Background: an optimization exercise with open tools, aiming at small area, a short achievable clock period and few clock cycles. Do not read the settings as production practice.
Where RTL was checked, it was by simulation tests only, not by an equivalence proof against the original.
No activity file was given, so power comes from the tool's default toggle rates.

Design pipelinedPS, start of the top module:
module pipelinedPS#(parameter OP_WIDTH  = 4,
                    parameter CV_WIDTH  = 10,
                    parameter HZ_CV_WIDTH  = 10,
                    parameter STATES_WIDTH  = 15,
                    parameter ADDR_WIDTH  = 8,
                    parameter DATA_WIDTH  = 16,
                    parameter REG_WIDTH   = 4,
                    parameter IMM8_WIDTH  = 8,
                    parameter REG_NUM     = 16)
       (
           input  clk,
           input  rst,
           input  start,
           output reg stop_o,
           input   [DATA_WIDTH-1:0]  im_r_data,
           output  [ADDR_WIDTH-1:0]  im_addr,
           output  [ADDR_WIDTH-1:0] dm_addr,
           output  dm_wr,
           input  [DATA_WIDTH-1:0] dm_r_data,
           output [DATA_WIDTH-1:0] dm_w_data
       );
reg  [7:0]  pc;         
reg         run;
reg         vE;
reg         weE, lwE, swE, jmpzE, jumpE;
reg  [1:0]  aluE;       
reg  [3:0]  rdE;
reg  [7:0]  immE;
reg  [15:0] aE, bE;
reg         gapE;       
reg         dsE;        
reg         weW;
reg  [3:0]  rdW;
reg  [15:0] valW;
reg  [15:0] rf [0:15];
wire [15:0] ins = im_r_data;
wire [3:0]  op  = ins[15:12];
wire [3:0]  rs  = ins[11:8];
wire [3:0]  rt  = ins[7:4];
wire [3:0]  rd  = ins[3:0];
wire vF = run | start;
wire f_lw    = (op == 4'b0000);
wire f_sw    = (op == 4'b0001);
wire f_add   = (op == 4'b0010);
wire f_mov   = (op == 4'b0011);
wire f_sub   = (op == 4'b0100);
wire f_jmpz  = (op == 4'b0101);
wire f_jump  = (op == 4'b0110);
wire f_stop  = (op == 4'b0111);
wire f_addf  = (op == 4'b1000);
wire f_multf = (op == 4'b1001);
wire f_slt   = (op == 4'b1010);
wire f_nop   = (op == 4'b1111);
  ...
Size: ~340 flip-flops, about 69 I/O pins, roughly 17000 um2 of cells after synthesis.
==> flow/config.mk <==
export PLATFORM = sky130hd
export DESIGN_NAME = pipelinedPS
export DESIGN_NICKNAME = pipelinedPS
export VERILOG_FILES = /design/flow/design.v
export SDC_FILE = /design/flow/constraint.sdc
export NUM_CORES = 4
export LEC_CHECK = 0
export CAP_MARGIN = 20
export CORE_MARGIN = 2
export CORE_UTILIZATION = 70
export SETUP_SLACK_MARGIN = 3.2
export SLEW_MARGIN = 20
==> flow/constraint.sdc <==
create_clock -name core_clock -period 6.0 [get_ports {clk}]
set_input_delay 1.2000 -clock core_clock [delete_from_list [all_inputs] [get_ports {clk}]]
set_output_delay 1.2000 -clock core_clock [all_outputs]
set_load 0.01 [all_outputs]
run.sh (not shown) runs the stock make flow with config.mk's settings and CLKGATE_MAP_FILE= SYNTH_SCRIPT=/design/flow/synth_recipe.tcl, a recipe that flattens the netlist after the stock synthesis.
The baseline failed in global routing (5_1_grt) (GRT-0232).
Then changed:
CORE_UTILIZATION = 40   (was 70)
SETUP_SLACK_MARGIN = 3.0   (was 3.2)
Effect: This time the run completed without violations; synthesized area does not change; synthesized cell count is unchanged.
Then changed:
SETUP_SLACK_MARGIN = 3.5   (was 3.0)
What happened: Power goes down by 2.1%; combinational power goes up by 18%; core utilization goes up by 3.0 points; non-clock buffer count goes up by 60; critical path depth goes up by 5; worst setup slack gains 0.099 ns; sequential power is about the same; global-route usage goes up by 1.1 points.
No functional check of the RTL was part of any run of this note.

* * *

Setup of run A:
Another version of the RTL of pipelinedPS (not shown whole).
For scale: about 1200 cells after synthesis, ~360 flip-flops, about 69 I/O pins, about 0.016 sq mm of cells after synthesis.
// pipelinedPS
module pipelinedPS#(parameter OP_WIDTH  = 4,
                    parameter CV_WIDTH  = 10,
                    parameter HZ_CV_WIDTH  = 10,
                    parameter STATES_WIDTH  = 15,
                    parameter ADDR_WIDTH  = 8,
                    parameter DATA_WIDTH  = 16,
                    parameter REG_WIDTH   = 4,
                    parameter IMM8_WIDTH  = 8,
                    parameter REG_NUM     = 16)
       (
           input  clk,
           input  rst,
           input  start,
           output reg stop_o,
           input   [DATA_WIDTH-1:0]  im_r_data,
           output  [ADDR_WIDTH-1:0]  im_addr,
           output  [ADDR_WIDTH-1:0] dm_addr,
           output  dm_wr,
           input  [DATA_WIDTH-1:0] dm_r_data,
           output [DATA_WIDTH-1:0] dm_w_data
       );
reg  [7:0]  pc;         
reg         run;
reg         vR;
reg  [15:0] ir;
reg         dsR;        
reg         vE;
reg         weE, lwE, swE, jmpzE;
reg         invE;       
reg         sltE, movE;
reg  [3:0]  rdE;
reg  [7:0]  immE;
reg  [15:0] aE, bE;     
reg         gapE;       
reg         dsE;
  ...
clock: 6.0 ns
lec_check: 0
cap_margin: 20
core_margin: 2
core_utilization: 50
cts_cluster_diameter: 100
cts_cluster_size: 24
setup_slack_margin: 3.55
slew_margin: 20
synth_hierarchical: 1
synth_minimum_keep_size: 0
Testbench counts of run A, summed over its fixed seeds: cycles 67,337.
Setup changes, run A to run B
Settings: changing SETUP_SLACK_MARGIN from 3.55 to 3.3.
Findings:
- Between run B and run A, the post-placement worst setup slack figures differ only marginally.
- Changes observed in run B relative to run A: ratio of total power to cell area comparable, core occupancy in the finished layout saw a decrease, first-pass GRT wire length went down by about 1.2%.
#### Input delta (run C over run B)
Settings: a deleted CTS_CLUSTER_SIZE that had been 24; a change of SETUP_SLACK_MARGIN from 3.3 to 3.4; a deleted CTS_CLUSTER_DIAMETER that had been 100.
### Flow results
In the tables for run C and run B, cell depth of the worst setup path reads higher with run C. Run C | stages: all done | timing, DRC, antenna: all pass. The higher post-route fraction of the period consumed by the critical path came out of run B. On overall power consumption, the higher figure sits with run C, not run B. Note that the number of DRC markers in iteration 0 recorded for run B amounts to 0.891 times the value seen in run C. Run B leaves less setup margin than run C.

* * *

== the previous run ==
The RTL this note starts from:
==> flow/design.v <==
module pipelinedPS#(parameter OP_WIDTH  = 4,
                    parameter CV_WIDTH  = 10,
                    parameter HZ_CV_WIDTH  = 10,
                    parameter STATES_WIDTH  = 15,
                    parameter ADDR_WIDTH  = 8,
                    parameter DATA_WIDTH  = 16,
                    parameter REG_WIDTH   = 4,
                    parameter IMM8_WIDTH  = 8,
                    parameter REG_NUM     = 16)
       (
           input  clk,
           input  rst,
           input  start,
           output reg stop_o,
           input   [DATA_WIDTH-1:0]  im_r_data,
           output  [ADDR_WIDTH-1:0]  im_addr,
           output  [ADDR_WIDTH-1:0] dm_addr,
           output  dm_wr,
           input  [DATA_WIDTH-1:0] dm_r_data,
           output [DATA_WIDTH-1:0] dm_w_data
       );
reg  [7:0]  pc;         
reg         run;
reg         vR;
reg  [15:0] ir;
reg         dsR;        
reg         vE;
reg         weE, lwE, swE, jmpzE;
reg         invE;       
reg         sltE, movE;
reg  [3:0]  rdE;
reg  [7:0]  immE;
reg  [15:0] aE, bE;
reg         gapE;       
reg         dsE;
reg         weW;
reg  [3:0]  rdW;
reg  [15:0] valW;
reg  [15:0] rf [0:15];
wire vF = run | start;
wire f_stop  = (im_r_data[15:12] == 4'b0111);
wire f_lwr0  = (im_r_data[15:8] == 8'h00);      
wire [3:0]  op  = ir[15:12];
wire [3:0]  rs  = ir[11:8];
wire [3:0]  rt  = ir[7:4];
wire [3:0]  rd  = ir[3:0];
wire r_lw    = (op == 4'b0000);
wire r_sw    = (op == 4'b0001);
wire r_add   = (op == 4'b0010);
wire r_mov   = (op == 4'b0011);
wire r_sub   = (op == 4'b0100);
wire r_jmpz  = (op == 4'b0101);
wire r_jump  = (op == 4'b0110);
wire r_stop  = (op == 4'b0111);
wire r_addf  = (op == 4'b1000);
wire r_multf = (op == 4'b1001);
wire r_slt   = (op == 4'b1010);
wire r_nop   = (op == 4'b1111);
wire r_we    = r_lw | r_add | r_mov | r_sub | r_addf | r_multf | r_slt;
wire r_rtype = r_add | r_sub | r_multf | r_nop | r_stop | r_jmpz | r_slt;
wire [3:0] r_rd = (r_lw | r_mov) ? rs : rd;
wire r_jumpgo = vR & r_jump & ~f_lwr0;
wire [16:0] sum  = {1'b0, aE} + {1'b0, bE ^ {16{invE}}} + {16'd0, invE};
wire        ltu  = ~sum[16];
wire [15:0] aluout = movE ? {{8{immE[7]}}, immE} :
                     sltE ? {15'd0, ltu} : sum[15:0];
wire e_skip = vE & jmpzE & (aE == 16'd0);    
wire gapR = (vE & lwE & r_rtype & ((rs == rdE) | (rt == rdE))) | (vE & dsE);
wire e_fwd_g = lwE & ~(r_addf & ~gapR);
wire [15:0] resE = e_fwd_g ? dm_r_data : aluout;
wire useW_lw = gapE | gapR;
wire hitE_a = vE & weE & (rdE == rs);
wire hitE_b = vE & weE & (rdE == rt);
wire hitW_a = weW & (rdW == rs);
wire hitW_b = weW & (rdW == rt);
wire [15:0] sel_a = 16'd1 << rs;
wire [15:0] sel_b = 16'd1 << rt;
wire [15:0] rf_a, rf_b;
genvar g, k;
generate
    for (g = 0; g < 16; g = g + 1) begin: rdp
        wire [15:0] col;
        for (k = 0; k < 16; k = k + 1) begin: c
            assign col[k] = rf[k][g];
        end
        rf_rdmux ua (.d(col), .sel(sel_a), .y(rf_a[g]));
        rf_rdmux ub (.d(col), .sel(sel_b), .y(rf_b[g]));
    end
endgenerate
wire ua_E = hitE_a & ~r_lw;
wire ub_E = hitE_b & ~r_lw;
wire ua_W = hitW_a & ~ua_E & (~r_lw | useW_lw);
wire ub_W = hitW_b & ~ub_E & (~r_lw | useW_lw);
wire ua_R = ~ua_E & ~ua_W;
wire ub_R = ~ub_E & ~ub_W;
wire [15:0] a_n = (resE & {16{ua_E}}) | (valW & {16{ua_W}}) | (rf_a & {16{ua_R}});
wire [15:0] b_n = (resE & {16{ub_E}}) | (valW & {16{ub_W}}) | (rf_b & {16{ub_R}});
assign im_addr = pc;
always @(posedge clk) begin
    if (rst) begin
        pc <= 8'd1;
        run <= 1'b0;
        stop_o <= 1'b0;
        vR <= 1'b0;
        vE <= 1'b0;
        weW <= 1'b0;
    end else begin
        if (vF)
            pc <= r_jumpgo ? ir[7:0] : pc + 8'd1;
        run <= vF & ~f_stop;
        stop_o <= vF & f_stop;
        vR <= vF;
        vE <= vR & ~e_skip;
        weW <= vE & weE;
    end
end
always @(posedge clk) begin
    ir    <= im_r_data;
    dsR   <= vR & r_jump;
    weE   <= r_we;
    lwE   <= r_lw;
    swE   <= r_sw;
    jmpzE <= r_jmpz;
    invE  <= r_sub | r_slt;
    sltE  <= r_slt;
    movE  <= r_mov;
    rdE   <= r_rd;
    immE  <= ir[7:0];
    aE    <= a_n;
    bE    <= b_n;
    gapE  <= gapR;
    dsE   <= dsR;
    rdW   <= rdE;
    valW  <= lwE ? dm_r_data : aluout;
end
wire [15:0] rf_wen = {16{rst}} | ({16{weW}} & (16'd1 << rdW));
wire [15:0] rf_wd  = rst ? 16'd0 : valW;
always @(posedge clk) begin: rf_write
    integer i;
    for (i = 0; i < 16; i = i + 1)
        if (rf_wen[i])
            rf[i] <= rf_wd;
end
assign dm_addr   = immE;
assign dm_wr     = vE & swE;
assign dm_w_data = aE;
endmodule
module rf_rdmux(input [15:0] d, input [15:0] sel, output y);
wire [5:0] p;
wire [1:0] q;
genvar k;
generate
    for (k = 0; k < 5; k = k + 1) begin: g
        rf_aoi222 u (.a(d[3*k]), .b(sel[3*k]), .c(d[3*k+1]), .d(sel[3*k+1]),
                     .e(d[3*k+2]), .f(sel[3*k+2]), .y(p[k]));
    end
endgenerate
rf_nand2 u5 (.a(d[15]), .b(sel[15]), .y(p[5]));
rf_nand3 n0 (.a(p[0]), .b(p[1]), .c(p[2]), .y(q[0]));
rf_nand3 n1 (.a(p[3]), .b(p[4]), .c(p[5]), .y(q[1]));
rf_or2   o  (.a(q[0]), .b(q[1]), .y(y));
endmodule
module rf_aoi222(input a, input b, input c, input d, input e, input f, output y);
assign y = ~((a & b) | (c & d) | (e & f));
endmodule
module rf_nand2(input a, input b, output y);
assign y = ~(a & b);
endmodule
module rf_nand3(input a, input b, input c, output y);
assign y = ~(a & b & c);
endmodule
module rf_or2(input a, input b, output y);
assign y = a | b;
endmodule
Settings: LEC_CHECK=0, CAP_MARGIN=20, CORE_MARGIN=2, CORE_UTILIZATION=50, CTS_CLUSTER_DIAMETER=100, CTS_CLUSTER_SIZE=24, SETUP_SLACK_MARGIN=3.6, SLEW_MARGIN=20, SYNTH_HIERARCHICAL=1, SYNTH_MINIMUM_KEEP_SIZE=0; clock period 6.0 ns.
Testbench counts of the previous run, summed over its fixed seeds: cycles 67,337.
For the current run, these inputs were changed with respect to the previous run:
Settings: CTS_CLUSTER_SIZE removed (was 24); CTS_CLUSTER_DIAMETER removed (was 100); SETUP_SLACK_MARGIN changed from 3.6 to 3.2.
## What came out
First-pass GRT wire length: the current run vs the previous run down about 3%. Total congestion overflow essentially unchanged between the current run and the previous run. Part of the power in the clock network in the current run is 11 points above the previous run. The previous run has a lower share of the clock period used by the worst path than the current run. The current run ended with less core utilization of the finished layout than the previous run. No stage failed in the current run, and the final checks on the layout all came back clean. The clock latency at the later pin of the worst-skew pair on the previous run is in line with that on the current run.

separate check: timing with driven ports:
The results above use ideal ports. As a check the final layouts listed here were re-extracted and re-timed, cells and wires unchanged.
Step 1 assumes that a clkbuf_16 drives the clock port and a buf_2 every other input.
Step 2 moves the port delays by t, midway between the first and last clock arrival at a register: inputs arrive t later, outputs are due t later. That takes back most of the time a late clock gives input paths.
Slacks: ideal ports / drivers / drivers and shift; pairs: ideal ports / drivers.
run | shift t [ns] | slack for setup (ns) | worst data-port slew with drivers (ns)
the second run of note 1 | 0.629 | 2.934 / 2.952 / 2.323 | 0.05
the third run of note 1 | 0.621 | 3.033 / 3.033 / 2.514 | 0.28
run A | 0.591 | 3.322 / 3.322 / 3.135 | 0.04
run B | 0.583 | 3.311 / 3.278 / 2.753 | 0.04
run C | 0.577 | 3.422 / 3.401 / 2.887 | 0.05
the previous run | 0.585 | 3.461 / 3.461 / 3.081 | 0.04
the current run | 0.579 | 3.244 / 3.194 / 2.848 | 0.05
After both steps setup and hold are still met in every run listed. For the second run of note 1, which loses most, drivers alone change the setup slack by +0.018 ns; drivers and shift together by -0.611 ns.
